Context: an optimization exercise on an open-source flow, tuned for small area and a short achievable clock period. The choices shown serve that exercise and are no tape-out recipe.
Where RTL was checked, it was by simulation tests only, not by an equivalence proof against the original.
Power figures rest on the tool's default switching activity, not on a simulated workload.

==> run a: inputs <==
==> flow/design.v (excerpt) <==
module datapath(datapath_in, vsel, writenum, write, readnum, clk, loada, loadb, shift, asel, bsel, ALUop, loadc, loads, datapath_out, Z_out);
export LEC_CHECK = 0
export CAP_MARGIN = 20
export CORE_MARGIN = 2
export CORE_UTILIZATION = 65
export SETUP_SLACK_MARGIN = 2.3
export SLEW_MARGIN = 20
export SYNTH_HIERARCHICAL = 1
export SYNTH_MINIMUM_KEEP_SIZE = 0
create_clock -name core_clock -period 5.0 [get_ports {clk}]
standard.sh (not shown) runs the stock make flow with config.mk's settings and CLKGATE_MAP_FILE= SYNTH_SCRIPT=/design/flow/synth_recipe.tcl, a recipe that flattens the netlist after the stock synthesis.
==> flow/flow/run.sh <==
#!/bin/bash
# Layout flow: the standard flow (standard.sh, unchanged synthesis) with
# smaller port buffers, smaller clock buffers and no dummy clock loads. Each tool's full output
# stays in orfs/logs/; make's own output goes to flow_make.log here.
set -euo pipefail
bash standard.sh \
  "BUFFER_PORTS_ARGS=-buffer_cell sky130_fd_sc_hd__buf_2" \
  "CTS_ARGS=-sink_clustering_enable -repair_clock_nets -dont_use_dummy_load -buf_list sky130_fd_sc_hd__clkbuf_8" \
  finish > flow_make.log 2>&1
==> run b (differences from run a) <==
--- a/flow/flow/run.sh
+++ b/flow/flow/run.sh
@@ -5,5 +5,5 @@
 set -euo pipefail
 bash standard.sh \
-  "BUFFER_PORTS_ARGS=-buffer_cell sky130_fd_sc_hd__buf_2" \
+  "BUFFER_PORTS_ARGS=-buffer_cell sky130_fd_sc_hd__buf_1" \
   "CTS_ARGS=-sink_clustering_enable -repair_clock_nets -dont_use_dummy_load -buf_list sky130_fd_sc_hd__clkbuf_8" \
   finish > flow_make.log 2>&1
==> qor.log <==
[outcome] status complete, no violations
[power] Clock group 0.715 mW
[power] combinational group share of total power 0.243
[drt] overall via count from detail_route 5804
[worst_setup_path] slowest stage cell on the critical path sky130_fd_sc_hd__nor3_4
[power] total power divided by cell area 349 nW/um^2
[grt] global-route wire length before repair 29800 um
[worst_setup_path] Critical Path AT 2990 ps
[cts] setup repair bufs after CTS 2
[placement] pre-CTS setup slack 1400 ps
[worst_setup_path] worst path buffer plus inverter count 2
[placement] placed cell area 9110 um^2
[drt] WL met1 7820 um
[layout] share of cell area taken by flip-flops and latches 0.530
[power] Sw Share 0.291
-- figures above: run b

==> qor.log <==
[outcome] status complete, no violations
[worst_setup_path] Critical Path AT 2980 ps
[power] total power divided by cell area 349 nW/um^2
[cts] setup repair bufs after CTS 0
[power] Sw Share 0.290
[placement] placed cell area 9160 um^2
[layout] share of cell area taken by flip-flops and latches 0.527
[worst_setup_path] required time reported for the critical path endpoint 5310 ps
[worst_setup_path] slowest stage cell on the critical path sky130_fd_sc_hd__o21ai_4
[placement] pre-CTS setup slack 1450 ps
[worst_setup_path] worst path buffer plus inverter count 3
[grt] global-route wire length before repair 29400 um
[power] Clock group 0.718 mW
[drt] overall via count from detail_route 5848
[power] combinational group share of total power 0.246
-- figures above: run a

Function was not checked in any run of this note: the RTL went through the layout flow alone.

==> job 6406 <==
datapath, a different RTL version from the one above (not shown whole).
clock: 5.0 ns
lec_check: 0
cap_margin: 20
core_margin: 2
core_utilization: 65
setup_slack_margin: 2.3
slew_margin: 20
synth_hierarchical: 1
synth_minimum_keep_size: 0
==> flow/flow/run.sh <==
#!/bin/bash
# Layout flow: the standard flow (standard.sh, unchanged synthesis) with
# smaller port buffers and no dummy clock loads. Each tool's full output
# stays in orfs/logs/; make's own output goes to flow_make.log here.
set -euo pipefail
bash standard.sh \
  "BUFFER_PORTS_ARGS=-buffer_cell sky130_fd_sc_hd__buf_2" \
  "CTS_ARGS=-sink_clustering_enable -repair_clock_nets -dont_use_dummy_load -buf_list sky130_fd_sc_hd__clkbuf_8" \
  finish > flow_make.log 2>&1
==> inputs of job 9628, as changes to job 6406 <==
--- a/flow/flow/run.sh
+++ b/flow/flow/run.sh
@@ -6,4 +6,4 @@
 bash standard.sh \
   "BUFFER_PORTS_ARGS=-buffer_cell sky130_fd_sc_hd__buf_2" \
-  "CTS_ARGS=-sink_clustering_enable -repair_clock_nets -dont_use_dummy_load -buf_list sky130_fd_sc_hd__clkbuf_8" \
+  "CTS_ARGS=-sink_clustering_enable -repair_clock_nets -dont_use_dummy_load" \
   finish > flow_make.log 2>&1
- CTS_BUF_LIST: unset -> sky130_fd_sc_hd__clkbuf_4
- SETUP_SLACK_MARGIN: 2.3 -> 2.6
==> inputs of job 348, as changes to job 6406 <==
- SETUP_SLACK_MARGIN: 2.3 -> 2.1
==> inputs of job 4083, as changes to job 6406 <==
--- a/flow/flow/run.sh
+++ b/flow/flow/run.sh
@@ -6,4 +6,4 @@
 bash standard.sh \
   "BUFFER_PORTS_ARGS=-buffer_cell sky130_fd_sc_hd__buf_2" \
-  "CTS_ARGS=-sink_clustering_enable -repair_clock_nets -dont_use_dummy_load -buf_list sky130_fd_sc_hd__clkbuf_8" \
+  "CTS_ARGS=-sink_clustering_enable -repair_clock_nets -dont_use_dummy_load" \
   finish > flow_make.log 2>&1
- SETUP_SLACK_MARGIN: 2.3 -> 2.6
==> impl_metrics.csv <==
group,metric,value,unit
status,status,"complete, no violations",
sta,fmax,361.7,MHz
power,p_switching,0.9579,mW
cells_and_area,num-nonclk-inverters,22,
cells_and_area,multi_input_area_share,32.96,%
power,ir_drop,0.0003352,V
power,power,3.626,mW
global_routing,grtUsageTotal,31.94,%
That was job 4083.
==> impl_metrics.csv <==
group,metric,value,unit
power,ir_drop,0.0002600,V
status,status,"complete, no violations",
clocking,cts_made_buffers,17,
power,p_switching,0.8741,mW
cells_and_area,layout_commonest_cell,"edfxtp_1",
routing,drcViolationCount,0,
power,power,3.241,mW
floorplanning,die_area,13400,sq um
cells_and_area,num-nonclk-inverters,22,
That was job 6406.
==> impl_metrics.csv <==
group,metric,value,unit
cells_and_area,multi_input_area_share,32.33,%
global_routing,grtUsageTotal,28.52,%
status,status,"complete, no violations",
power,power,3.187,mW
sta,fmax,347.1,MHz
power,p_switching,0.8572,mW
That was job 348.
==> impl_metrics.csv <==
group,metric,value,unit
sta,fmax,361.7,MHz
status,status,"complete, no violations",
power,p_switching,0.9579,mW
cells_and_area,multi_input_area_share,32.96,%
global_routing,grtUsageTotal,31.94,%
power,ir_drop,0.0003352,V
cells_and_area,num-nonclk-inverters,22,
sta,setup-violations-final,0,
power,p_seq_share,49.4,%
That was job 9628.

## separate check: timing with driven ports
Ports are ideal in the flow. The routed layouts listed here were re-timed in OpenROAD. Step 1 sets driving cells, clkbuf_16 on the clock port and buf_2 on the other inputs (assumed; they add their load-dependent delay and slew). Step 2 moves the port delays by t, midway between the first and last clock arrival at a register: inputs arrive t later, outputs are due t later. That takes back most of the time a late clock gives input paths. Three values: ideal, step 1, step 2; two values: the first two.
| run | t, ns | setup WS [ns] | worst setup path at the end | latest minus earliest clock arrival (ns) | worst register clock-pin slew, ns |
|---|---|---|---|---|---|
| run a | 0.467 | 2.330 / 2.344 / 1.877 | input to register | 0.024 / 0.024 | 0.09 / 0.09 |
| run b | 0.466 | 2.332 / 2.344 / 1.878 | input to register | 0.049 / 0.048 | 0.10 / 0.10 |
| job 6406 | 0.478 | 2.270 / 2.257 / 1.779 | input to register | 0.034 / 0.034 | 0.10 / 0.10 |
| job 9628 | 0.470 | 2.235 / 2.233 / 1.763 | input to register | 0.033 / 0.033 | 0.07 / 0.07 |
| job 348 | 0.468 | 2.119 / 2.123 / 1.655 | input to register | 0.030 / 0.030 | 0.09 / 0.09 |
| job 4083 | 0.470 | 2.235 / 2.233 / 1.763 | input to register | 0.033 / 0.033 | 0.07 / 0.07 |
After both steps setup and hold are still met in every run listed. For job 6406, which loses most, drivers alone change the setup slack by -0.013 ns; drivers and shift together by -0.491 ns.
